This design comes from an exercise in tuning for a short achievable clock period and few clock cycles on the open sky130 flow, not from production work.
The RTL was checked by simulation tests, not by an equivalence proof against the original design.
Power and IR drop assume default switching activity.

## v6
// ARM
module ARM
	(
		CLK,
		RST,
		INST_ADDR,
		INST_DATA,
		SRAM_ADDR,
		SRAM_WE_N,
		SRAM_DQ_OUT,
		SRAM_DQ_IN
	);
Size: ~8100 cells after synthesis, roughly 120 I/O pins.
clock: 20.0 ns
lec_check: 0
abc_clock_period_in_ps: 10000
cap_margin: 20
core_margin: 2
core_utilization: 40
setup_slack_margin: 3
slew_margin: 20
synth_hierarchical: 1
standard.sh (not shown) runs the stock make flow with config.mk's settings and CLKGATE_MAP_FILE= SYNTH_SCRIPT=/design/flow/synth_recipe.tcl, a recipe that flattens the netlist after the stock synthesis.
==> flow/flow/run.sh <==
#!/bin/bash
# Layout flow: the standard synthesis unchanged, then the standard ORFS
# layout steps with timing repair aimed well below the clock constraint
# (a larger setup margin and full TNS repair), sizing not held to the cell
# footprint, and port buffers of a stronger cell, so the achieved period is
# pushed down. Each step's full output goes to a log file here; ORFS also
# keeps its per-stage logs under orfs/logs.
set -euo pipefail
MARGIN=${FLOW_SETUP_MARGIN:-14.8}
bash standard.sh synth > flow_synth.log 2>&1
bash standard.sh SETUP_SLACK_MARGIN=$MARGIN TNS_END_PERCENT=100 MATCH_CELL_FOOTPRINT=0 \
  "BUFFER_PORTS_ARGS=-buffer_cell sky130_fd_sc_hd__buf_4" finish > flow_layout.log 2>&1
Testbench counts of v6, summed over its fixed seeds: cycles 42,135.
--- input diff v6..v7 ---
-- flow/design.v --
<<< v6, line 81
    input  [31:0] inst,		 
    input  [7:0]  pcw,		 
    input  [3:0]  flags,	 
    input         stable,	 
    input  [7:0]  early_w,	 
    input         allow,	 
>>> v7, line 81
    input  [31:0] inst,		 
    input  [7:0]  pcw,		 
    input  [15:0] ptab,		 
    input         unst,		 
    input  [7:0]  early_w,	 
    input         allow,	 
<<< v6, line 91
    output [7:0]  nxt_w_o	 
);
    function cond_ok;
        input [3:0] c;
        input [3:0] f;
        begin
            case (c)
                4'd0:  cond_ok = f[2];
                4'd1:  cond_ok = ~f[2];
                4'd2:  cond_ok = f[1];
                4'd3:  cond_ok = ~f[1];
                4'd4:  cond_ok = f[3];
                4'd5:  cond_ok = ~f[3];
                4'd6:  cond_ok = f[0];
                4'd7:  cond_ok = ~f[0];
                4'd8:  cond_ok = f[1] & ~f[2];
                4'd9:  cond_ok = ~f[1] & f[2];
                4'd10: cond_ok = f[3] == f[0];
                4'd11: cond_ok = f[3] != f[0];
                4'd12: cond_ok = ~f[2] & (f[3] == f[0]);
                4'd13: cond_ok = f[2] | (f[3] != f[0]);
                default: cond_ok = 1'b1;
            endcase
        end
    endfunction
    reg [7:0] g, p, gg, pp, gn, pn;
    reg [8:0] sum;
>>> v7, line 91
    output [7:0]  nxt_w_o	 
);
    reg [7:0] g, p, gg, pp, gn, pn;
    reg [8:0] sum;
<<< v6, line 142
    end
    wire isbr = (inst[27:26] == 2'b10) & ~inst[24];
    wire pred = stable ? cond_ok(inst[31:28], flags) :
                ((inst[31:28] >= 4'd14) | inst[7]);
    assign take = isbr & pred;
    assign nxt_w = (take & allow) ? sum[7:0] : early_w;
>>> v7, line 119
    end
    wire isbr = (inst[27:26] == 2'b10) & ~inst[24];
    wire pred = ptab[inst[31:28]] | (unst & inst[7]);
    assign take = isbr & pred;
    assign nxt_w = (take & allow) ? sum[7:0] : early_w;
<<< v6, line 264
	reg [3:0]  id_r2;				 
	reg        id_ba_alu, id_ba_ld, id_b2_alu, id_b2_ld;	 
	reg        id_pred;
	reg [3:0]  ex_cond;
>>> v7, line 240
	reg [3:0]  id_r2;				 
	reg        id_ba_alu, id_ba_ld, id_b2_alu, id_b2_ld;	 
	reg        id_ba_alu_h, id_ba_ld_h, id_b2_alu_h, id_b2_ld_h;	 
	reg        id_pred;
	reg [3:0]  ex_cond;
<<< v6, line 379
		end
	end
	wire [31:0] rd_a = id_ba_alu ? alu_q : id_ba_ld ? ld_q : rf_a;
	wire [31:0] rd_m = id_b2_alu ? alu_q : id_b2_ld ? ld_q : rf_m;
	wire ex_ld_go = ex_do & ex_ld;
	wire id_stall;
>>> v7, line 356
		end
	end
	wire [31:0] rd_a = {id_ba_alu_h ? alu_q[31:16] : id_ba_ld_h ? ld_q[31:16] : rf_a[31:16],
	                    id_ba_alu ? alu_q[15:0] : id_ba_ld ? ld_q[15:0] : rf_a[15:0]};
	wire [31:0] rd_m = {id_b2_alu_h ? alu_q[31:16] : id_b2_ld_h ? ld_q[31:16] : rf_m[31:16],
	                    id_b2_alu ? alu_q[15:0] : id_b2_ld ? ld_q[15:0] : rf_m[15:0]};
	wire ex_ld_go = ex_do & ex_ld;
	wire id_stall;
<<< v6, line 429
	wire [31:0] pc_next;
	wire [7:0] f_nxt, f_nxt_o;
	FetchStage fs (
		.inst(INST_DATA), .pcw(pc[9:2]),
		.flags(flags), .stable(f_stable), .early_w(pc_early[9:2]), .allow(f_allow),
		.early_w_o(pc_early_o[9:2]), .allow_o(f_allow_o),
		.take(f_take), .nxt_w(f_nxt), .nxt_w_o(f_nxt_o)
>>> v7, line 408
	wire [31:0] pc_next;
	wire [7:0] f_nxt, f_nxt_o;
	reg [15:0] f_ptab;
	always @(*)
		for (i = 0; i < 16; i = i + 1)
			f_ptab[i] = f_stable ? cond_ok(i, flags) : (i >= 14);
	FetchStage fs (
		.inst(INST_DATA), .pcw(pc[9:2]),
		.ptab(f_ptab), .unst(~f_stable), .early_w(pc_early[9:2]), .allow(f_allow),
		.early_w_o(pc_early_o[9:2]), .allow_o(f_allow_o),
		.take(f_take), .nxt_w(f_nxt), .nxt_w_o(f_nxt_o)
<<< v6, line 519
		id_b2_alu <= ex_wr & (ex_dest == nx_r2);
		id_b2_ld <= ld_done & (act_dest == nx_r2);
		ex_a <= rd_a;
		ex_m <= rd_m;
>>> v7, line 502
		id_b2_alu <= ex_wr & (ex_dest == nx_r2);
		id_b2_ld <= ld_done & (act_dest == nx_r2);
		id_ba_alu_h <= ex_wr & (ex_dest == nx_rn);
		id_ba_ld_h <= ld_done & (act_dest == nx_rn);
		id_b2_alu_h <= ex_wr & (ex_dest == nx_r2);
		id_b2_ld_h <= ld_done & (act_dest == nx_r2);
		ex_a <= rd_a;
		ex_m <= rd_m;
==> notes.md <==
- Proportion of synthesized chip area in sequential cells was lower in the run labelled v6.
- v6 → v7: power per cell area rose by 0.59%; final layout net count rose by 3.4%.
- When v7 is set beside v6, its logic gate share of total power turns out to be 0.3 points smaller.
- Looking at count of clock buffers in the final design, v7 sits above v6.
Testbench counts of v7, summed over its fixed seeds: cycles 42,135.

## re-timing with driven ports
The results above use ideal ports. As a check the final layouts listed here were re-extracted and re-timed, cells and wires unchanged.
Step 1, drivers: a clkbuf_16 drives CLK and a buf_2 each remaining input, both assumed.
Step 2 moves the port delays by t, midway between the first and last clock arrival at a register: inputs arrive t later, outputs are due t later. That takes back most of the time a late clock gives input paths.
Slacks: no drivers / after step 1 / after step 2; pairs: no drivers / after step 1.
run	shift t [ns]	slack for setup (ns)	latest minus earliest clock arrival (ns)	worst data-port slew with drivers (ns)
v6	0.914	14.616 / 14.578 / 13.875	0.071 / 0.072	0.08
v7	0.905	14.620 / 14.579 / 13.853	0.065 / 0.065	0.13
After both steps every run listed still meets setup and hold. For v7, which loses most, drivers alone change the setup slack by -0.041 ns; drivers and shift together by -0.767 ns.
